From an optimization exercise on the open Yosys and OpenROAD flow, aimed at small area, a short achievable clock period and few clock cycles; shortcuts taken in it are not production practice. Only simulation tests tie the RTL to the original design; equivalence was not proved.

==> flow/run.sh <==
#!/bin/bash
# synth_recipe.tcl (not shown) runs the flow's synth.tcl, then flattens the netlist and writes it again
# the make line also repeats each setting of config.mk as NAME=value (left out here)
make -C /OpenROAD-flow-scripts/flow DESIGN_CONFIG=/design/flow/config.mk WORK_HOME=/design/flow/orfs CLKGATE_MAP_FILE= SYNTH_SCRIPT=/design/flow/synth_recipe.tcl finish
==> flow/config.mk <==
export PLATFORM = sky130hd
export DESIGN_NAME = goldschmidt_divider_q4_4
export DESIGN_NICKNAME = goldschmidt_divider_q4_4
export VERILOG_FILES = /design/flow/design.v
export SDC_FILE = /design/flow/constraint.sdc
export NUM_CORES = 4
export LEC_CHECK = 0
export CAP_MARGIN = 20
export CORE_MARGIN = 2
export CORE_UTILIZATION = 40
export SLEW_MARGIN = 20
==> flow/constraint.sdc <==
create_clock -name core_clock -period 8.0 [get_ports {clk}]
set_input_delay 1.6000 -clock core_clock [delete_from_list [all_inputs] [get_ports {clk}]]
set_output_delay 1.6000 -clock core_clock [all_outputs]
set_load 0.01 [all_outputs]
==> flow/design.v <==
module goldschmidt_divider_q4_4 (
    input  wire       clk,
    input  wire       rst_n,
    input  wire       start,
    input  wire [7:0] numerator,
    input  wire [7:0] denominator,
    output wire [7:0] quotient,
    output reg        valid,
    output reg        error
);
    reg busy;
    always @(posedge clk or negedge rst_n) begin
        if (!rst_n) begin
            busy  <= 1'b0;
            valid <= 1'b0;
        end else begin
            busy  <= start;
            valid <= busy;
        end
    end
    wire       sgn0 = numerator[7] ^ denominator[7];
    wire [7:0] nr0  = numerator[7]   ? -numerator   : numerator;
    wire [7:0] dr0  = denominator[7] ? -denominator : denominator;
    reg [2:0] p0, cls0;
    always @(*) begin
        casez (dr0)
            8'b1???????: begin p0 = 3'd7; cls0 = dr0[6:4]; end
            8'b01??????: begin p0 = 3'd6; cls0 = dr0[5:3]; end
            8'b001?????: begin p0 = 3'd5; cls0 = dr0[4:2]; end
            8'b0001????: begin p0 = 3'd4; cls0 = dr0[3:1]; end
            8'b00001???: begin p0 = 3'd3; cls0 = dr0[2:0]; end
            8'b000001??: begin p0 = 3'd2; cls0 = {dr0[1:0], 1'b0}; end
            8'b0000001?: begin p0 = 3'd1; cls0 = {dr0[0], 2'b0}; end
            default:     begin p0 = 3'd0; cls0 = 3'd0; end
        endcase
    end
    reg [11:0] k1a0;
    always @(*) begin
        case (cls0)
            3'd0: k1a0 = 12'd3128;
            3'd1: k1a0 = 12'd2687;
            3'd2: k1a0 = 12'd2144;
            3'd3: k1a0 = 12'd1744;
            3'd4: k1a0 = 12'd1232;
            3'd5: k1a0 = 12'd908;
            3'd6: k1a0 = 12'd562;
            3'd7: k1a0 = 12'd273;
        endcase
    end
    reg [7:0] rom0;
    always @(*) begin
        case (nr0[6:0])
            7'd0: rom0 = 8'd0;
            7'd1: rom0 = 8'd187;
            7'd2: rom0 = 8'd229;
            7'd3: rom0 = 8'd108;
            7'd4: rom0 = 8'd242;
            7'd5: rom0 = 8'd173;
            7'd6: rom0 = 8'd215;
            7'd7: rom0 = 8'd94;
            7'd8: rom0 = 8'd229;
            7'd9: rom0 = 8'd15;
            7'd10: rom0 = 8'd202;
            7'd11: rom0 = 8'd81;
            7'd12: rom0 = 8'd122;
            7'd13: rom0 = 8'd1;
            7'd14: rom0 = 8'd188;
            7'd15: rom0 = 8'd67;
            7'd16: rom0 = 8'd109;
            7'd17: rom0 = 8'd244;
            7'd18: rom0 = 8'd123;
            7'd19: rom0 = 8'd216;
            7'd20: rom0 = 8'd95;
            7'd21: rom0 = 8'd230;
            7'd22: rom0 = 8'd16;
            7'd23: rom0 = 8'd203;
            7'd24: rom0 = 8'd82;
            7'd25: rom0 = 8'd217;
            7'd26: rom0 = 8'd3;
            7'd27: rom0 = 8'd138;
            7'd28: rom0 = 8'd68;
            7'd29: rom0 = 8'd110;
            7'd30: rom0 = 8'd245;
            7'd31: rom0 = 8'd124;
            7'd32: rom0 = 8'd166;
            7'd33: rom0 = 8'd97;
            7'd34: rom0 = 8'd232;
            7'd35: rom0 = 8'd111;
            7'd36: rom0 = 8'd153;
            7'd37: rom0 = 8'd83;
            7'd38: rom0 = 8'd218;
            7'd39: rom0 = 8'd4;
            7'd40: rom0 = 8'd139;
            7'd41: rom0 = 8'd18;
            7'd42: rom0 = 8'd112;
            7'd43: rom0 = 8'd247;
            7'd44: rom0 = 8'd125;
            7'd45: rom0 = 8'd4;
            7'd46: rom0 = 8'd98;
            7'd47: rom0 = 8'd233;
            7'd48: rom0 = 8'd112;
            7'd49: rom0 = 8'd154;
            7'd50: rom0 = 8'd33;
            7'd51: rom0 = 8'd220;
            7'd52: rom0 = 8'd5;
            7'd53: rom0 = 8'd140;
            7'd54: rom0 = 8'd19;
            7'd55: rom0 = 8'd206;
            7'd56: rom0 = 8'd248;
            7'd57: rom0 = 8'd127;
            7'd58: rom0 = 8'd6;
            7'd59: rom0 = 8'd47;
            7'd60: rom0 = 8'd234;
            7'd61: rom0 = 8'd113;
            7'd62: rom0 = 8'd155;
            7'd63: rom0 = 8'd34;
            7'd64: rom0 = 8'd169;
            7'd65: rom0 = 8'd100;
            7'd66: rom0 = 8'd141;
            7'd67: rom0 = 8'd20;
            7'd68: rom0 = 8'd155;
            7'd69: rom0 = 8'd249;
            7'd70: rom0 = 8'd128;
            7'd71: rom0 = 8'd7;
            7'd72: rom0 = 8'd49;
            7'd73: rom0 = 8'd183;
            7'd74: rom0 = 8'd114;
            7'd75: rom0 = 8'd249;
            7'd76: rom0 = 8'd35;
            7'd77: rom0 = 8'd170;
            7'd78: rom0 = 8'd101;
            7'd79: rom0 = 8'd143;
            7'd80: rom0 = 8'd21;
            7'd81: rom0 = 8'd156;
            7'd82: rom0 = 8'd198;
            7'd83: rom0 = 8'd129;
            7'd84: rom0 = 8'd8;
            7'd85: rom0 = 8'd143;
            7'd86: rom0 = 8'd58;
            7'd87: rom0 = 8'd245;
            7'd88: rom0 = 8'd30;
            7'd89: rom0 = 8'd165;
            7'd90: rom0 = 8'd44;
            7'd91: rom0 = 8'd179;
            7'd92: rom0 = 8'd17;
            7'd93: rom0 = 8'd152;
            7'd94: rom0 = 8'd31;
            7'd95: rom0 = 8'd72;
            7'd96: rom0 = 8'd207;
            7'd97: rom0 = 8'd138;
            7'd98: rom0 = 8'd180;
            7'd99: rom0 = 8'd59;
            7'd100: rom0 = 8'd194;
            7'd101: rom0 = 8'd125;
            7'd102: rom0 = 8'd166;
            7'd103: rom0 = 8'd45;
            7'd104: rom0 = 8'd180;
            7'd105: rom0 = 8'd222;
            7'd106: rom0 = 8'd153;
            7'd107: rom0 = 8'd32;
            7'd108: rom0 = 8'd74;
            7'd109: rom0 = 8'd208;
            7'd110: rom0 = 8'd139;
            7'd111: rom0 = 8'd18;
            7'd112: rom0 = 8'd60;
            7'd113: rom0 = 8'd195;
            7'd114: rom0 = 8'd74;
            7'd115: rom0 = 8'd168;
            7'd116: rom0 = 8'd47;
            7'd117: rom0 = 8'd181;
            7'd118: rom0 = 8'd223;
            7'd119: rom0 = 8'd154;
            7'd120: rom0 = 8'd33;
            7'd121: rom0 = 8'd168;
            7'd122: rom0 = 8'd210;
            7'd123: rom0 = 8'd89;
            7'd124: rom0 = 8'd19;
            7'd125: rom0 = 8'd61;
            7'd126: rom0 = 8'd196;
            7'd127: rom0 = 8'd75;
        endcase
    end
    wire dz0   = (denominator == 8'd0);
    wire eq0   = (nr0 == dr0);
    wire d160  = (dr0 == 8'h10);
    wire d1280 = (denominator == 8'h80);
    reg [7:0] spec0;
    always @(*) begin
        if (dz0)       spec0 = 8'h00;
        else if (eq0)  spec0 = 8'h10;
        else if (d160) spec0 = nr0;
        else           spec0 = rom0;
    end
    reg [7:0]  nr;
    reg [11:0] k1;
    reg [2:0]  pa, cls;
    reg        sgna, dza, usespa;
    reg [7:0]  speca;
    always @(posedge clk) begin
        nr     <= nr0;
        k1     <= k1a0;
        pa     <= p0;
        cls    <= cls0;
        sgna   <= sgn0;
        dza    <= dz0;
        usespa <= dz0 | eq0 | d160 | d1280;
        speca  <= spec0;
    end
    wire m1_1;
    wire m1_2;
    wire m1_3;
    wire m1_4;
    wire m1_5;
    wire m1_6;
    wire m1_7;
    wire m1_8;
    wire m1_9;
    wire m1_10;
    wire m1_11;
    wire m1_12;
    wire m1_13;
    wire m1_14;
    wire m1_15;
    wire m1_16;
    wire m1_17;
    wire m1_18;
    wire m1_19;
    wire m1_20;
    wire m1_21;
    wire m1_22;
    wire m1_23;
    wire m1_24;
    wire m1_25;
    wire m1_26;
    wire m1_27;
    wire m1_28;
    wire m1_29;
    wire m1_30;
    wire m1_31;
    wire m1_32;
    wire m1_33;
    wire m1_34;
    wire m1_35;
    wire m1_36;
    wire m1_37;
    wire m1_38;
    wire m1_39;
    wire m1_40;
    wire m1_41;
    wire m1_42;
    wire m1_43;
    wire m1_44;
    wire m1_45;
    wire m1_46;
    wire m1_47;
    wire m1_48;
    wire m1_49;
    wire m1_50;
    wire m1_51;
    wire m1_52;
    wire m1_53;
    wire m1_54;
    wire m1_55;
    wire m1_56;
    wire m1_57;
    wire m1_58;
    wire m1_59;
    wire m1_60;
    wire m1_61;
    wire m1_62;
    wire m1_63;
    wire m1_64;
    wire m1_65;
    wire m1_66;
    wire m1_67;
    wire m1_68;
    wire m1_69;
    wire m1_70;
    wire m1_71;
    wire m1_72;
    wire m1_73;
    wire m1_74;
    wire m1_75;
    wire m1_76;
    wire m1_77;
    wire m1_78;
    wire m1_79;
    wire m1_80;
    wire m1_81;
    wire m1_82;
    wire m1_83;
    wire m1_84;
    wire m1_85;
    wire m1_86;
    wire m1_87;
    wire m1_88;
    wire m1_89;
    wire m1_90;
    wire m1_91;
    wire m1_92;
    wire m1_93;
    wire m1_94;
    wire m1_95;
    wire m1_96;
    wire m1_97;
    wire m1_98;
    wire m1_99;
    wire m1_100;
    wire m1_101;
    wire m1_102;
    wire m1_103;
    wire m1_104;
    wire m1_105;
    wire m1_106;
    wire m1_107;
    wire m1_108;
    wire m1_109;
    wire m1_110;
    wire m1_111;
    wire m1_112;
    wire m1_113;
    wire m1_114;
    wire m1_115;
    wire m1_116;
    wire m1_117;
    wire m1_118;
    wire m1_119;
    wire m1_120;
    assign m1_1 = (nr[0] & k1[2]) ^ (nr[1] & k1[1]) ^ (nr[2] & k1[0]);
    assign m1_2 = ((nr[0] & k1[2]) & (nr[1] & k1[1])) | ((nr[0] & k1[2]) & (nr[2] & k1[0])) | ((nr[1] & k1[1]) & (nr[2] & k1[0]));
    assign m1_3 = (nr[0] & k1[3]) ^ (nr[1] & k1[2]) ^ (nr[2] & k1[1]);
    assign m1_4 = ((nr[0] & k1[3]) & (nr[1] & k1[2])) | ((nr[0] & k1[3]) & (nr[2] & k1[1])) | ((nr[1] & k1[2]) & (nr[2] & k1[1]));
    assign m1_5 = (nr[3] & k1[0]) ^ m1_2 ^ m1_3;
    assign m1_6 = ((nr[3] & k1[0]) & m1_2) | ((nr[3] & k1[0]) & m1_3) | (m1_2 & m1_3);
    assign m1_7 = (nr[0] & k1[4]) ^ (nr[1] & k1[3]) ^ (nr[2] & k1[2]);
    assign m1_8 = ((nr[0] & k1[4]) & (nr[1] & k1[3])) | ((nr[0] & k1[4]) & (nr[2] & k1[2])) | ((nr[1] & k1[3]) & (nr[2] & k1[2]));
    assign m1_9 = (nr[3] & k1[1]) ^ (nr[4] & k1[0]) ^ m1_4;
    assign m1_10 = ((nr[3] & k1[1]) & (nr[4] & k1[0])) | ((nr[3] & k1[1]) & m1_4) | ((nr[4] & k1[0]) & m1_4);
    assign m1_11 = m1_7 ^ m1_9 ^ m1_6;
    assign m1_12 = (m1_7 & m1_9) | (m1_7 & m1_6) | (m1_9 & m1_6);
    assign m1_13 = (nr[0] & k1[5]) ^ (nr[1] & k1[4]) ^ (nr[2] & k1[3]);
    assign m1_14 = ((nr[0] & k1[5]) & (nr[1] & k1[4])) | ((nr[0] & k1[5]) & (nr[2] & k1[3])) | ((nr[1] & k1[4]) & (nr[2] & k1[3]));
    assign m1_15 = (nr[3] & k1[2]) ^ (nr[4] & k1[1]) ^ (nr[5] & k1[0]);
    assign m1_16 = ((nr[3] & k1[2]) & (nr[4] & k1[1])) | ((nr[3] & k1[2]) & (nr[5] & k1[0])) | ((nr[4] & k1[1]) & (nr[5] & k1[0]));
    assign m1_17 = m1_8 ^ m1_13 ^ m1_15;
    assign m1_18 = (m1_8 & m1_13) | (m1_8 & m1_15) | (m1_13 & m1_15);
    assign m1_19 = m1_10 ^ m1_17 ^ m1_12;
    assign m1_20 = (m1_10 & m1_17) | (m1_10 & m1_12) | (m1_17 & m1_12);
    assign m1_21 = (nr[0] & k1[6]) ^ (nr[1] & k1[5]) ^ (nr[2] & k1[4]);
    assign m1_22 = ((nr[0] & k1[6]) & (nr[1] & k1[5])) | ((nr[0] & k1[6]) & (nr[2] & k1[4])) | ((nr[1] & k1[5]) & (nr[2] & k1[4]));
    assign m1_23 = (nr[3] & k1[3]) ^ (nr[4] & k1[2]) ^ (nr[5] & k1[1]);
    assign m1_24 = ((nr[3] & k1[3]) & (nr[4] & k1[2])) | ((nr[3] & k1[3]) & (nr[5] & k1[1])) | ((nr[4] & k1[2]) & (nr[5] & k1[1]));
    assign m1_25 = (nr[6] & k1[0]) ^ m1_14 ^ m1_16;
    assign m1_26 = ((nr[6] & k1[0]) & m1_14) | ((nr[6] & k1[0]) & m1_16) | (m1_14 & m1_16);
    assign m1_27 = m1_21 ^ m1_23 ^ m1_25;
    assign m1_28 = (m1_21 & m1_23) | (m1_21 & m1_25) | (m1_23 & m1_25);
    assign m1_29 = m1_18 ^ m1_27 ^ m1_20;
    assign m1_30 = (m1_18 & m1_27) | (m1_18 & m1_20) | (m1_27 & m1_20);
    assign m1_31 = (nr[0] & k1[7]) ^ (nr[1] & k1[6]) ^ (nr[2] & k1[5]);
    assign m1_32 = ((nr[0] & k1[7]) & (nr[1] & k1[6])) | ((nr[0] & k1[7]) & (nr[2] & k1[5])) | ((nr[1] & k1[6]) & (nr[2] & k1[5]));
    assign m1_33 = (nr[3] & k1[4]) ^ (nr[4] & k1[3]) ^ (nr[5] & k1[2]);
    assign m1_34 = ((nr[3] & k1[4]) & (nr[4] & k1[3])) | ((nr[3] & k1[4]) & (nr[5] & k1[2])) | ((nr[4] & k1[3]) & (nr[5] & k1[2]));
    assign m1_35 = ((nr[6] & k1[1]) | (nr[7] & k1[0])) ^ m1_22 ^ m1_24;
    assign m1_36 = (((nr[6] & k1[1]) | (nr[7] & k1[0])) & m1_22) | (((nr[6] & k1[1]) | (nr[7] & k1[0])) & m1_24) | (m1_22 & m1_24);
    assign m1_37 = m1_31 ^ m1_33 ^ m1_26;
    assign m1_38 = (m1_31 & m1_33) | (m1_31 & m1_26) | (m1_33 & m1_26);
    assign m1_39 = m1_35 ^ m1_37 ^ m1_28;
    assign m1_40 = (m1_35 & m1_37) | (m1_35 & m1_28) | (m1_37 & m1_28);
    assign m1_41 = (nr[0] & k1[8]) ^ (nr[1] & k1[7]) ^ (nr[2] & k1[6]);
    assign m1_42 = ((nr[0] & k1[8]) & (nr[1] & k1[7])) | ((nr[0] & k1[8]) & (nr[2] & k1[6])) | ((nr[1] & k1[7]) & (nr[2] & k1[6]));
    assign m1_43 = (nr[3] & k1[5]) ^ (nr[4] & k1[4]) ^ (nr[5] & k1[3]);
    assign m1_44 = ((nr[3] & k1[5]) & (nr[4] & k1[4])) | ((nr[3] & k1[5]) & (nr[5] & k1[3])) | ((nr[4] & k1[4]) & (nr[5] & k1[3]));
    assign m1_45 = ((nr[6] & k1[2]) | (nr[7] & k1[1])) ^ m1_32 ^ m1_34;
    assign m1_46 = (((nr[6] & k1[2]) | (nr[7] & k1[1])) & m1_32) | (((nr[6] & k1[2]) | (nr[7] & k1[1])) & m1_34) | (m1_32 & m1_34);
    assign m1_47 = m1_41 ^ m1_43 ^ m1_36;
    assign m1_48 = (m1_41 & m1_43) | (m1_41 & m1_36) | (m1_43 & m1_36);
    assign m1_49 = m1_45 ^ m1_38 ^ m1_47;
    assign m1_50 = (m1_45 & m1_38) | (m1_45 & m1_47) | (m1_38 & m1_47);
    assign m1_51 = (nr[0] & k1[9]) ^ (nr[1] & k1[8]) ^ (nr[2] & k1[7]);
    assign m1_52 = ((nr[0] & k1[9]) & (nr[1] & k1[8])) | ((nr[0] & k1[9]) & (nr[2] & k1[7])) | ((nr[1] & k1[8]) & (nr[2] & k1[7]));
    assign m1_53 = (nr[3] & k1[6]) ^ (nr[4] & k1[5]) ^ (nr[5] & k1[4]);
    assign m1_54 = ((nr[3] & k1[6]) & (nr[4] & k1[5])) | ((nr[3] & k1[6]) & (nr[5] & k1[4])) | ((nr[4] & k1[5]) & (nr[5] & k1[4]));
    assign m1_55 = ((nr[6] & k1[3]) | (nr[7] & k1[2])) ^ m1_42 ^ m1_44;
    assign m1_56 = (((nr[6] & k1[3]) | (nr[7] & k1[2])) & m1_42) | (((nr[6] & k1[3]) | (nr[7] & k1[2])) & m1_44) | (m1_42 & m1_44);
    assign m1_57 = m1_51 ^ m1_53 ^ m1_46;
    assign m1_58 = (m1_51 & m1_53) | (m1_51 & m1_46) | (m1_53 & m1_46);
    assign m1_59 = m1_55 ^ m1_48 ^ m1_57;
    assign m1_60 = (m1_55 & m1_48) | (m1_55 & m1_57) | (m1_48 & m1_57);
    assign m1_61 = (nr[0] & k1[10]) ^ (nr[1] & k1[9]) ^ (nr[2] & k1[8]);
    assign m1_62 = ((nr[0] & k1[10]) & (nr[1] & k1[9])) | ((nr[0] & k1[10]) & (nr[2] & k1[8])) | ((nr[1] & k1[9]) & (nr[2] & k1[8]));
    assign m1_63 = (nr[3] & k1[7]) ^ (nr[4] & k1[6]) ^ (nr[5] & k1[5]);
    assign m1_64 = ((nr[3] & k1[7]) & (nr[4] & k1[6])) | ((nr[3] & k1[7]) & (nr[5] & k1[5])) | ((nr[4] & k1[6]) & (nr[5] & k1[5]));
    assign m1_65 = ((nr[6] & k1[4]) | (nr[7] & k1[3])) ^ m1_52 ^ m1_54;
    assign m1_66 = (((nr[6] & k1[4]) | (nr[7] & k1[3])) & m1_52) | (((nr[6] & k1[4]) | (nr[7] & k1[3])) & m1_54) | (m1_52 & m1_54);
    assign m1_67 = m1_61 ^ m1_63 ^ m1_56;
    assign m1_68 = (m1_61 & m1_63) | (m1_61 & m1_56) | (m1_63 & m1_56);
    assign m1_69 = m1_65 ^ m1_58 ^ m1_67;
    assign m1_70 = (m1_65 & m1_58) | (m1_65 & m1_67) | (m1_58 & m1_67);
    assign m1_71 = (nr[0] & k1[11]) ^ (nr[1] & k1[10]) ^ (nr[2] & k1[9]);
    assign m1_72 = ((nr[0] & k1[11]) & (nr[1] & k1[10])) | ((nr[0] & k1[11]) & (nr[2] & k1[9])) | ((nr[1] & k1[10]) & (nr[2] & k1[9]));
    assign m1_73 = (nr[3] & k1[8]) ^ (nr[4] & k1[7]) ^ (nr[5] & k1[6]);
    assign m1_74 = ((nr[3] & k1[8]) & (nr[4] & k1[7])) | ((nr[3] & k1[8]) & (nr[5] & k1[6])) | ((nr[4] & k1[7]) & (nr[5] & k1[6]));
    assign m1_75 = ((nr[6] & k1[5]) | (nr[7] & k1[4])) ^ m1_62 ^ m1_64;
    assign m1_76 = (((nr[6] & k1[5]) | (nr[7] & k1[4])) & m1_62) | (((nr[6] & k1[5]) | (nr[7] & k1[4])) & m1_64) | (m1_62 & m1_64);
    assign m1_77 = m1_71 ^ m1_73 ^ m1_66;
    assign m1_78 = (m1_71 & m1_73) | (m1_71 & m1_66) | (m1_73 & m1_66);
    assign m1_79 = m1_75 ^ m1_68 ^ m1_77;
    assign m1_80 = (m1_75 & m1_68) | (m1_75 & m1_77) | (m1_68 & m1_77);
    assign m1_81 = nr[0] ^ (nr[1] & k1[11]) ^ (nr[2] & k1[10]);
    assign m1_82 = (nr[0] & (nr[1] & k1[11])) | (nr[0] & (nr[2] & k1[10])) | ((nr[1] & k1[11]) & (nr[2] & k1[10]));
    assign m1_83 = (nr[3] & k1[9]) ^ (nr[4] & k1[8]) ^ (nr[5] & k1[7]);
    assign m1_84 = ((nr[3] & k1[9]) & (nr[4] & k1[8])) | ((nr[3] & k1[9]) & (nr[5] & k1[7])) | ((nr[4] & k1[8]) & (nr[5] & k1[7]));
    assign m1_85 = ((nr[6] & k1[6]) | (nr[7] & k1[5])) ^ m1_72 ^ m1_74;
    assign m1_86 = (((nr[6] & k1[6]) | (nr[7] & k1[5])) & m1_72) | (((nr[6] & k1[6]) | (nr[7] & k1[5])) & m1_74) | (m1_72 & m1_74);
    assign m1_87 = m1_81 ^ m1_83 ^ m1_76;
    assign m1_88 = (m1_81 & m1_83) | (m1_81 & m1_76) | (m1_83 & m1_76);
    assign m1_89 = m1_85 ^ m1_78 ^ m1_87;
    assign m1_90 = (m1_85 & m1_78) | (m1_85 & m1_87) | (m1_78 & m1_87);
    assign m1_91 = nr[1] ^ (nr[2] & k1[11]) ^ (nr[3] & k1[10]);
    assign m1_92 = (nr[1] & (nr[2] & k1[11])) | (nr[1] & (nr[3] & k1[10])) | ((nr[2] & k1[11]) & (nr[3] & k1[10]));
    assign m1_93 = (nr[4] & k1[9]) ^ (nr[5] & k1[8]) ^ ((nr[6] & k1[7]) | (nr[7] & k1[6]));
    assign m1_94 = ((nr[4] & k1[9]) & (nr[5] & k1[8])) | ((nr[4] & k1[9]) & ((nr[6] & k1[7]) | (nr[7] & k1[6]))) | ((nr[5] & k1[8]) & ((nr[6] & k1[7]) | (nr[7] & k1[6])));
    assign m1_95 = m1_82 ^ m1_84 ^ m1_91;
    assign m1_96 = (m1_82 & m1_84) | (m1_82 & m1_91) | (m1_84 & m1_91);
    assign m1_97 = m1_93 ^ m1_86 ^ m1_95;
    assign m1_98 = (m1_93 & m1_86) | (m1_93 & m1_95) | (m1_86 & m1_95);
    assign m1_99 = m1_88 ^ m1_97 ^ m1_90;
    assign m1_100 = (m1_88 & m1_97) | (m1_88 & m1_90) | (m1_97 & m1_90);
    assign m1_101 = nr[2] ^ (nr[3] & k1[11]) ^ (nr[4] & k1[10]);
    assign m1_102 = (nr[2] & (nr[3] & k1[11])) | (nr[2] & (nr[4] & k1[10])) | ((nr[3] & k1[11]) & (nr[4] & k1[10]));
    assign m1_103 = (nr[5] & k1[9]) ^ ((nr[6] & k1[8]) | (nr[7] & k1[7])) ^ m1_92;
    assign m1_104 = ((nr[5] & k1[9]) & ((nr[6] & k1[8]) | (nr[7] & k1[7]))) | ((nr[5] & k1[9]) & m1_92) | (((nr[6] & k1[8]) | (nr[7] & k1[7])) & m1_92);
    assign m1_105 = m1_94 ^ m1_101 ^ m1_103;
    assign m1_106 = (m1_94 & m1_101) | (m1_94 & m1_103) | (m1_101 & m1_103);
    assign m1_107 = m1_96 ^ m1_98 ^ m1_105;
    assign m1_108 = (m1_96 & m1_98) | (m1_96 & m1_105) | (m1_98 & m1_105);
    assign m1_109 = nr[3] ^ (nr[4] & k1[11]) ^ (nr[5] & k1[10]);
    assign m1_110 = (nr[3] & (nr[4] & k1[11])) | (nr[3] & (nr[5] & k1[10])) | ((nr[4] & k1[11]) & (nr[5] & k1[10]));
    assign m1_111 = ((nr[6] & k1[9]) | (nr[7] & k1[8])) ^ m1_102 ^ m1_109;
    assign m1_112 = (((nr[6] & k1[9]) | (nr[7] & k1[8])) & m1_102) | (((nr[6] & k1[9]) | (nr[7] & k1[8])) & m1_109) | (m1_102 & m1_109);
    assign m1_113 = m1_104 ^ m1_111 ^ m1_106;
    assign m1_114 = (m1_104 & m1_111) | (m1_104 & m1_106) | (m1_111 & m1_106);
    assign m1_115 = nr[4] ^ (nr[5] & k1[11]) ^ ((nr[6] & k1[10]) | (nr[7] & k1[9]));
    assign m1_116 = (nr[4] & (nr[5] & k1[11])) | (nr[4] & ((nr[6] & k1[10]) | (nr[7] & k1[9]))) | ((nr[5] & k1[11]) & ((nr[6] & k1[10]) | (nr[7] & k1[9])));
    assign m1_117 = m1_110 ^ m1_115 ^ m1_112;
    assign m1_118 = (m1_110 & m1_115) | (m1_110 & m1_112) | (m1_115 & m1_112);
    assign m1_119 = nr[5] ^ ((nr[6] & k1[11]) | (nr[7] & k1[10])) ^ m1_116;
    assign m1_120 = (nr[5] & ((nr[6] & k1[11]) | (nr[7] & k1[10]))) | (nr[5] & m1_116) | (((nr[6] & k1[11]) | (nr[7] & k1[10])) & m1_116);
    wire [19:0] x_a = {nr[7], (nr[6] | (nr[7] & k1[11])), m1_119, m1_117, m1_108, m1_107, m1_99, m1_80, m1_70, m1_60, m1_50, m1_40, m1_39, m1_29, m1_19, m1_11, m1_5, m1_1, (nr[0] & k1[1]), (nr[0] & k1[0])};
    wire [19:0] x_b = {1'b0, m1_120, m1_118, m1_114, m1_113, m1_100, 1'b0, m1_89, m1_79, m1_69, m1_59, m1_49, m1_30, 1'b0, 1'b0, 1'b0, 1'b0, 1'b0, (nr[1] & k1[0]), 1'b0};
    wire [19:0] x  = x_a + x_b;
    wire [11:0] n2 = x[19:8];
    reg [4:0] d2;     
    reg [1:0] s3;     
    always @(*) begin
        case (cls)
            3'd0: begin d2 = 5'd31; s3 = 2'd0; end
            3'd1: begin d2 = 5'd18; s3 = 2'd1; end
            3'd2: begin d2 = 5'd13; s3 = 2'd2; end
            3'd3: begin d2 = 5'd6; s3 = 2'd2; end
            3'd4: begin d2 = 5'd7; s3 = 2'd2; end
            3'd5: begin d2 = 5'd2; s3 = 2'd2; end
            3'd6: begin d2 = 5'd2; s3 = 2'd2; end
            3'd7: begin d2 = 5'd1; s3 = 2'd2; end
        endcase
    end
    wire m2_1;
    wire m2_2;
    wire m2_3;
    wire m2_4;
    wire m2_5;
    wire m2_6;
    wire m2_7;
    wire m2_8;
    wire m2_9;
    wire m2_10;
    wire m2_11;
    wire m2_12;
    wire m2_13;
    wire m2_14;
    wire m2_15;
    wire m2_16;
    wire m2_17;
    wire m2_18;
    wire m2_19;
    wire m2_20;
    wire m2_21;
    wire m2_22;
    wire m2_23;
    wire m2_24;
    wire m2_25;
    wire m2_26;
    wire m2_27;
    wire m2_28;
    wire m2_29;
    wire m2_30;
    wire m2_31;
    wire m2_32;
    wire m2_33;
    wire m2_34;
    wire m2_35;
    wire m2_36;
    wire m2_37;
    wire m2_38;
    wire m2_39;
    wire m2_40;
    wire m2_41;
    wire m2_42;
    wire m2_43;
    wire m2_44;
    wire m2_45;
    wire m2_46;
    wire m2_47;
    wire m2_48;
    wire m2_49;
    wire m2_50;
    wire m2_51;
    wire m2_52;
    wire m2_53;
    wire m2_54;
    wire m2_55;
    wire m2_56;
    wire m2_57;
    wire m2_58;
    wire m2_59;
    wire m2_60;
    wire m2_61;
    wire m2_62;
    wire m2_63;
    wire m2_64;
    wire m2_65;
    wire m2_66;
    wire m2_67;
    wire m2_68;
    wire m2_69;
    wire m2_70;
    wire m2_71;
    wire m2_72;
    wire m2_73;
    wire m2_74;
    wire m2_75;
    wire m2_76;
    wire m2_77;
    wire m2_78;
    wire m2_79;
    wire m2_80;
    wire m2_81;
    wire m2_82;
    assign m2_1 = (n2[0] & d2[2]) ^ (n2[1] & d2[1]) ^ (n2[2] & d2[0]);
    assign m2_2 = ((n2[0] & d2[2]) & (n2[1] & d2[1])) | ((n2[0] & d2[2]) & (n2[2] & d2[0])) | ((n2[1] & d2[1]) & (n2[2] & d2[0]));
    assign m2_3 = (n2[0] & d2[3]) ^ (n2[1] & d2[2]) ^ (n2[2] & d2[1]);
    assign m2_4 = ((n2[0] & d2[3]) & (n2[1] & d2[2])) | ((n2[0] & d2[3]) & (n2[2] & d2[1])) | ((n2[1] & d2[2]) & (n2[2] & d2[1]));
    assign m2_5 = (n2[3] & d2[0]) ^ m2_2 ^ m2_3;
    assign m2_6 = ((n2[3] & d2[0]) & m2_2) | ((n2[3] & d2[0]) & m2_3) | (m2_2 & m2_3);
    assign m2_7 = (n2[0] & d2[4]) ^ (n2[1] & d2[3]) ^ (n2[2] & d2[2]);
    assign m2_8 = ((n2[0] & d2[4]) & (n2[1] & d2[3])) | ((n2[0] & d2[4]) & (n2[2] & d2[2])) | ((n2[1] & d2[3]) & (n2[2] & d2[2]));
    assign m2_9 = (n2[3] & d2[1]) ^ (n2[4] & d2[0]) ^ m2_4;
    assign m2_10 = ((n2[3] & d2[1]) & (n2[4] & d2[0])) | ((n2[3] & d2[1]) & m2_4) | ((n2[4] & d2[0]) & m2_4);
    assign m2_11 = m2_7 ^ m2_6 ^ m2_9;
    assign m2_12 = (m2_7 & m2_6) | (m2_7 & m2_9) | (m2_6 & m2_9);
    assign m2_13 = (n2[1] & d2[4]) ^ (n2[2] & d2[3]) ^ (n2[3] & d2[2]);
    assign m2_14 = ((n2[1] & d2[4]) & (n2[2] & d2[3])) | ((n2[1] & d2[4]) & (n2[3] & d2[2])) | ((n2[2] & d2[3]) & (n2[3] & d2[2]));
    assign m2_15 = (n2[4] & d2[1]) ^ (n2[5] & d2[0]) ^ m2_8;
    assign m2_16 = ((n2[4] & d2[1]) & (n2[5] & d2[0])) | ((n2[4] & d2[1]) & m2_8) | ((n2[5] & d2[0]) & m2_8);
    assign m2_17 = m2_13 ^ m2_10 ^ m2_15;
    assign m2_18 = (m2_13 & m2_10) | (m2_13 & m2_15) | (m2_10 & m2_15);
    assign m2_19 = (n2[2] & d2[4]) ^ (n2[3] & d2[3]) ^ (n2[4] & d2[2]);
    assign m2_20 = ((n2[2] & d2[4]) & (n2[3] & d2[3])) | ((n2[2] & d2[4]) & (n2[4] & d2[2])) | ((n2[3] & d2[3]) & (n2[4] & d2[2]));
    assign m2_21 = (n2[5] & d2[1]) ^ (n2[6] & d2[0]) ^ m2_14;
    assign m2_22 = ((n2[5] & d2[1]) & (n2[6] & d2[0])) | ((n2[5] & d2[1]) & m2_14) | ((n2[6] & d2[0]) & m2_14);
    assign m2_23 = m2_19 ^ m2_16 ^ m2_21;
    assign m2_24 = (m2_19 & m2_16) | (m2_19 & m2_21) | (m2_16 & m2_21);
    assign m2_25 = (n2[3] & d2[4]) ^ (n2[4] & d2[3]) ^ (n2[5] & d2[2]);
    assign m2_26 = ((n2[3] & d2[4]) & (n2[4] & d2[3])) | ((n2[3] & d2[4]) & (n2[5] & d2[2])) | ((n2[4] & d2[3]) & (n2[5] & d2[2]));
    assign m2_27 = (n2[6] & d2[1]) ^ (n2[7] & d2[0]) ^ m2_20;
    assign m2_28 = ((n2[6] & d2[1]) & (n2[7] & d2[0])) | ((n2[6] & d2[1]) & m2_20) | ((n2[7] & d2[0]) & m2_20);
    assign m2_29 = m2_25 ^ m2_22 ^ m2_27;
    assign m2_30 = (m2_25 & m2_22) | (m2_25 & m2_27) | (m2_22 & m2_27);
    assign m2_31 = n2[0] ^ (n2[4] & d2[4]) ^ (n2[5] & d2[3]);
    assign m2_32 = (n2[0] & (n2[4] & d2[4])) | (n2[0] & (n2[5] & d2[3])) | ((n2[4] & d2[4]) & (n2[5] & d2[3]));
    assign m2_33 = (n2[6] & d2[2]) ^ (n2[7] & d2[1]) ^ (n2[8] & d2[0]);
    assign m2_34 = ((n2[6] & d2[2]) & (n2[7] & d2[1])) | ((n2[6] & d2[2]) & (n2[8] & d2[0])) | ((n2[7] & d2[1]) & (n2[8] & d2[0]));
    assign m2_35 = m2_26 ^ m2_31 ^ m2_33;
    assign m2_36 = (m2_26 & m2_31) | (m2_26 & m2_33) | (m2_31 & m2_33);
    assign m2_37 = m2_28 ^ m2_35 ^ m2_30;
    assign m2_38 = (m2_28 & m2_35) | (m2_28 & m2_30) | (m2_35 & m2_30);
    assign m2_39 = n2[1] ^ (n2[5] & d2[4]) ^ (n2[6] & d2[3]);
    assign m2_40 = (n2[1] & (n2[5] & d2[4])) | (n2[1] & (n2[6] & d2[3])) | ((n2[5] & d2[4]) & (n2[6] & d2[3]));
    assign m2_41 = (n2[7] & d2[2]) ^ (n2[8] & d2[1]) ^ (n2[9] & d2[0]);
    assign m2_42 = ((n2[7] & d2[2]) & (n2[8] & d2[1])) | ((n2[7] & d2[2]) & (n2[9] & d2[0])) | ((n2[8] & d2[1]) & (n2[9] & d2[0]));
    assign m2_43 = m2_32 ^ m2_34 ^ m2_39;
    assign m2_44 = (m2_32 & m2_34) | (m2_32 & m2_39) | (m2_34 & m2_39);
    assign m2_45 = m2_41 ^ m2_36 ^ m2_43;
    assign m2_46 = (m2_41 & m2_36) | (m2_41 & m2_43) | (m2_36 & m2_43);
    assign m2_47 = n2[2] ^ (n2[6] & d2[4]) ^ (n2[7] & d2[3]);
    assign m2_48 = (n2[2] & (n2[6] & d2[4])) | (n2[2] & (n2[7] & d2[3])) | ((n2[6] & d2[4]) & (n2[7] & d2[3]));
    assign m2_49 = (n2[8] & d2[2]) ^ (n2[9] & d2[1]) ^ (n2[10] & d2[0]);
    assign m2_50 = ((n2[8] & d2[2]) & (n2[9] & d2[1])) | ((n2[8] & d2[2]) & (n2[10] & d2[0])) | ((n2[9] & d2[1]) & (n2[10] & d2[0]));
    assign m2_51 = m2_40 ^ m2_42 ^ m2_47;
    assign m2_52 = (m2_40 & m2_42) | (m2_40 & m2_47) | (m2_42 & m2_47);
    assign m2_53 = m2_49 ^ m2_44 ^ m2_51;
    assign m2_54 = (m2_49 & m2_44) | (m2_49 & m2_51) | (m2_44 & m2_51);
    assign m2_55 = n2[3] ^ (n2[7] & d2[4]) ^ (n2[8] & d2[3]);
    assign m2_56 = (n2[3] & (n2[7] & d2[4])) | (n2[3] & (n2[8] & d2[3])) | ((n2[7] & d2[4]) & (n2[8] & d2[3]));
    assign m2_57 = (n2[9] & d2[2]) ^ (n2[10] & d2[1]) ^ (n2[11] & d2[0]);
    assign m2_58 = ((n2[9] & d2[2]) & (n2[10] & d2[1])) | ((n2[9] & d2[2]) & (n2[11] & d2[0])) | ((n2[10] & d2[1]) & (n2[11] & d2[0]));
    assign m2_59 = m2_48 ^ m2_50 ^ m2_55;
    assign m2_60 = (m2_48 & m2_50) | (m2_48 & m2_55) | (m2_50 & m2_55);
    assign m2_61 = m2_57 ^ m2_52 ^ m2_59;
    assign m2_62 = (m2_57 & m2_52) | (m2_57 & m2_59) | (m2_52 & m2_59);
    assign m2_63 = n2[4] ^ (n2[8] & d2[4]) ^ (n2[9] & d2[3]);
    assign m2_64 = (n2[4] & (n2[8] & d2[4])) | (n2[4] & (n2[9] & d2[3])) | ((n2[8] & d2[4]) & (n2[9] & d2[3]));
    assign m2_65 = (n2[10] & d2[2]) ^ (n2[11] & d2[1]) ^ m2_56;
    assign m2_66 = ((n2[10] & d2[2]) & (n2[11] & d2[1])) | ((n2[10] & d2[2]) & m2_56) | ((n2[11] & d2[1]) & m2_56);
    assign m2_67 = m2_58 ^ m2_63 ^ m2_60;
    assign m2_68 = (m2_58 & m2_63) | (m2_58 & m2_60) | (m2_63 & m2_60);
    assign m2_69 = m2_65 ^ m2_62 ^ m2_67;
    assign m2_70 = (m2_65 & m2_62) | (m2_65 & m2_67) | (m2_62 & m2_67);
    assign m2_71 = n2[5] ^ (n2[9] & d2[4]) ^ (n2[10] & d2[3]);
    assign m2_72 = (n2[5] & (n2[9] & d2[4])) | (n2[5] & (n2[10] & d2[3])) | ((n2[9] & d2[4]) & (n2[10] & d2[3]));
    assign m2_73 = (n2[11] & d2[2]) ^ m2_64 ^ m2_71;
    assign m2_74 = ((n2[11] & d2[2]) & m2_64) | ((n2[11] & d2[2]) & m2_71) | (m2_64 & m2_71);
    assign m2_75 = m2_66 ^ m2_73 ^ m2_68;
    assign m2_76 = (m2_66 & m2_73) | (m2_66 & m2_68) | (m2_73 & m2_68);
    assign m2_77 = n2[6] ^ (n2[10] & d2[4]) ^ (n2[11] & d2[3]);
    assign m2_78 = (n2[6] & (n2[10] & d2[4])) | (n2[6] & (n2[11] & d2[3])) | ((n2[10] & d2[4]) & (n2[11] & d2[3]));
    assign m2_79 = m2_72 ^ m2_77 ^ m2_74;
    assign m2_80 = (m2_72 & m2_77) | (m2_72 & m2_74) | (m2_77 & m2_74);
    assign m2_81 = n2[7] ^ (n2[11] & d2[4]) ^ m2_78;
    assign m2_82 = (n2[7] & (n2[11] & d2[4])) | (n2[7] & m2_78) | ((n2[11] & d2[4]) & m2_78);
    wire [19:0] y_a = {n2[11], n2[10], n2[9], n2[8], m2_81, m2_79, m2_70, m2_69, m2_54, m2_46, m2_45, m2_37, m2_24, m2_18, m2_12, m2_11, m2_5, m2_1, (n2[0] & d2[1]), (n2[0] & d2[0])};
    wire [19:0] y_b = {1'b0, 1'b0, 1'b0, m2_82, m2_80, m2_76, m2_75, 1'b0, m2_61, m2_53, m2_38, 1'b0, m2_29, m2_23, m2_17, 1'b0, 1'b0, 1'b0, (n2[1] & d2[0]), 1'b0};
    wire [8:0] ylo = {1'b0, y_a[7:0]} + {1'b0, y_b[7:0]};
    reg [11:0] ysb, ycb;
    reg        c8b, sg;
    reg [2:0]  pb;
    reg [1:0]  sb;
    always @(posedge clk) begin
        ysb   <= usespa ? {3'd0, speca, 1'b0} : y_a[19:8];
        ycb   <= usespa ? 12'd0 : y_b[19:8];
        c8b   <= ~usespa & ylo[8];
        pb    <= usespa ? 3'd0 : pa;
        sb    <= usespa ? 2'd3 : s3;
        sg    <= sgna;
        error <= dza;
    end
    wire [11:0] n3 = ysb + ycb + {11'd0, c8b};
    wire [11:0] n3s = (sb == 2'd0) ? {6'd0, n3[11:6]} :
                      (sb == 2'd1) ? {7'd0, n3[11:7]} :
                      (sb == 2'd2) ? {8'd0, n3[11:8]} : 12'd0;
    wire [14:0] v = ({3'd0, n3} ^ {15{sg}}) + ({3'd0, n3s} ^ {15{sg}}) +
                    (15'd1 << pb) + {14'd0, sg};
    wire [14:0] vs = v >> pb;
    assign quotient = vs[8:1];
endmodule
==> reports/qor.csv <==
stage,metric,value,unit
layout,nFillCells,2618,
global_route,grt_max_degree,45,
yosys,yosysSeqAreaShare,0.133,
sta,finalMaxSlewViolations,0,
yosys,syn_inst,1314,
clock_network,cts_root_buf,clkbuf_16,
clock_network,clk_pin_slew_worst_paths,0.06,ns
global_route,grt_pass1_wl,47.4,mm
die,ios,29,
drt,drc,0,
setup_path,critical_path_required,6.40,ns
drt,ant_nets,0,
clock_network,htreeDepth,3,
clock_network,post-cts-setup-buffers,0,
place,gp_congestion,0.945,
sta,max_freq,130,MHz
clock_network,cts.sinks,70,
layout,drive_gt1_frac,0.0742,
clock_network,cts_tree,built,
setup_path,end_kind,output pin,
setup_path,crit_fanout,5,
yosys,synth_enable_flop_cells,0,
clock_network,cts.path.max_buffers,2,
setup_path,startpoint_type,register,
global_route,first_global_vias,9266,
setup_path,cp.arrival,6.09,ns
sta,fin_crit,7.69,ns
yosys,ys_top_cells_by_area,"fa_1 21%, dfxtp_1 13%, ha_1 6.6%",
hold_path,min_path_type,reg2reg,
setup_path,endpoint,quotient[6],
place,dp.cells,1612,
drt,drt-pass1-iter-count,6,
clock_network,numCtsBuffers,9,
global_route,overflow,0,
yosys,synth.avg_cell_area,8.07,sq um
sta,hold_viol_final,0,
layout,syn2layout_area_growth,7.79,%
place,hpwl,21.0,mm
yosys,synth_top_area_share,0.206,
drt,drtIter0Drc,980,
die,num_rows,59,
yosys,yosysTopAreaCell,fa_1,
yosys,synthesis.area,0.0106,sq mm
yosys,synth_ff_type,dfxtp_1,
yosys,synth_nets,1498,
drt,wl,28.0,mm
die,dieHeight,167,um
sta,skew,0.00950,ns
setup_path,crit_start,ysb[0],
sta,period_share,0.961,
sta,slew_headroom,0.399,
die,die_w,167,um
layout,layout.nets,1472,
layout,instances_no_fill,1628,
clock_network,cts_hold_buf,0,
layout,finish.utilization,0.438,
yosys,synth-async-reset-ratio,0.0286,
place,io_buffers,28,
drt,vias_per_cell,5.70,
sta,setup_viol,0,
run,drv_cap,0,
drt,wl_per_cell,17.2,um
clock_network,clk-insertion-delay-late,0.33,ns
yosys,yosys_warnings,1,
status,status,"complete, no violations",
setup_path,reg2regPathDepth,23,
die,die_area,0.0278,sq mm
sta,worst-slew-pin-transition,0.901,ns
setup_path,worstSetupPathType,reg2out,
layout,antenna_cells,0,
global_route,antenna_found_initial,0,
setup_path,rr_endpoint,ysb[4],
global_route,grt_usage,0.204,
die,initial_core_util,0.407,
yosys,ys_types,86,
setup_path,r2r_start,nr[2],
layout,final_common_cell,inv_1,
yosys,ys_ff_latch,70,
drt,vias,9276,
setup_path,r2r_slack,0.76,ns
die,core_area,0.0261,sq mm
layout,final_cell_mix,"132 x inv_1, 111 x nand2_1, 109 x fa_1",
==> cell type report <==
type	instances	area (sq um)	share of cell area
clock buffer	9	225	0.0197
inverter	138	518	0.0453
timing repair buffer	44	400	0.0350
clock inverter	7	66.3	0.00581
tap	335	419	0.0367
sequential	70	1410	0.124
multi-input combinational	1025	8380	0.734
==> critical path, stage by stage (launching register included) <==
cell	delay [ns]
dfxtp_1	0.30
ha_1	0.21
fa_1	0.40
a21o_1	0.21
a21oi_1	0.16
o21ai_0	0.18
a211oi_2	0.29
nor3_2	0.10
mux2_2	0.27
o22ai_1	0.16
xor2_1	0.26
fa_1	0.45
ha_1	0.37
nor3_1	0.06
o21a_1	0.16
a31o_2	0.26
o21a_1	0.24
a311o_1	0.40
a2111oi_4	0.36
a21oi_1	0.14
o221a_2	0.29
clkdlybuf4s50_1	0.48
==> metrics by stage <==
| step | hold slack [ns] | worst slack (ns) | TNS [ns] | cell area (sq um) |
|---|---|---|---|---|
| after global routing | 0.343 | -0.0114 | -0.0177 | 11400 |
| final | 0.330 | 0.310 | 0 | 11400 |
| after global placement | 0.313 | 0.757 | 0 | 11100 |
| after floorplan | 0.310 | 1.45 | 0 | 10600 |
| after CTS | 0.335 | 0.280 | 0 | 11400 |
| after detailed placement | 0.320 | 0.656 | 0 | 11100 |
==> worst min-delay path by stage <==
stage / depth (start not counted) / end / slack, ns / start
after floorplan: 0 / error / 0.31 / dza
after global placement: 0 / error / 0.31 / dza
after detailed placement: 0 / error / 0.32 / dza
after CTS: 0 / error / 0.34 / dza
after global routing: 0 / error / 0.34 / dza
final: 0 / error / 0.33 / dza
==> per-layer routing <==
layer,global-route usage,vias to the layer above,routed length [um],share of wire
met4,0.0573,0,680,0.024
li1,-,4451,-,-
met1,0.283,4475,12600,0.45
met5,0,-,0,0
met2,0.343,300,13300,0.47
met3,0.0173,50,1410,0.050
==> synthesized netlist by cell type, types with 8 or more instances <==
cell type,count
o22ai_1,12
xor2_1,25
a31oi_1,17
a311oi_1,9
xnor2_1,38
buf_2,21
buf_1,10
o21ai_0,64
mux2_2,19
dfxtp_1,68
o21a_1,8
fa_1,109
mux2i_1,17
a22oi_1,10
nand3_1,13
nor2b_1,18
nand2b_1,9
nor4_1,11
a2111oi_0,8
and2_1,87
nand2_1,111
a21o_1,15
nor3_1,37
clkbuf_1,47
nor2_1,92
a211oi_1,17
inv_1,132
or2_2,8
ha_1,56
a21oi_1,84
o211ai_1,8
nand4_1,10
==> what timing repair did <==
| action | CTS | global route |
|---|---|---|
| gates resized for setup | 0 | 10 |
| hold endpoints to repair | 0 | 0 |
| setup endpoints to repair | 0 | 6 |
==> cell families after synthesis <==
kind of cell             Yosys count  share of synthesized area
XOR/XNOR                          69                     0.0623
buffers and inverters            219                     0.0818
adder cells (fa/ha/maj)          165                      0.272
AO/OA/AOI/OAI                    326                      0.209
flip-flops                        70                      0.133
multiplexers                      37                     0.0384
AND/OR/NAND/NOR                  428                      0.204
==> registers in the layout, summed over array words and instances, names as in the netlist <==
signal	cells
k1	12
ysb	12
nr	8
speca	8
ycb	7
d2	5
pa	3
pb	3
s3	2
sb	2
busy	1
c8b	1
dza	1
error	1
sg	1
sgna	1
usespa	1
valid	1
Testbench counts, summed over its fixed seeds: cycles 32,000.

afterwards: timing with drivers on the ports:
How much do the figures lean on ideal ports? The routed layout below was timed once more, with nothing changed but the port constraints. Step 1: set_driving_cell puts a clkbuf_16 on clk and a buf_2 on each other input, an assumption about the parent block. Step 2 moves the port delays by t, midway between the first and last clock arrival at a register: inputs arrive t later, outputs are due t later. That takes back most of the time a late clock gives input paths. Slacks: ideal ports / drivers / drivers and shift; pairs: ideal ports / drivers.
t (ns): 0.370
slack for setup (ns): 0.310 / 0.268 / 0.638
worst register clock-pin slew, ns: 0.07 / 0.07
worst data-port slew with drivers (ns): 0.05
pins driven straight from the clock port: 1
After both steps setup and hold are still met in this run. For this run, drivers alone change the setup slack by -0.042 ns; drivers and shift together by +0.328 ns.
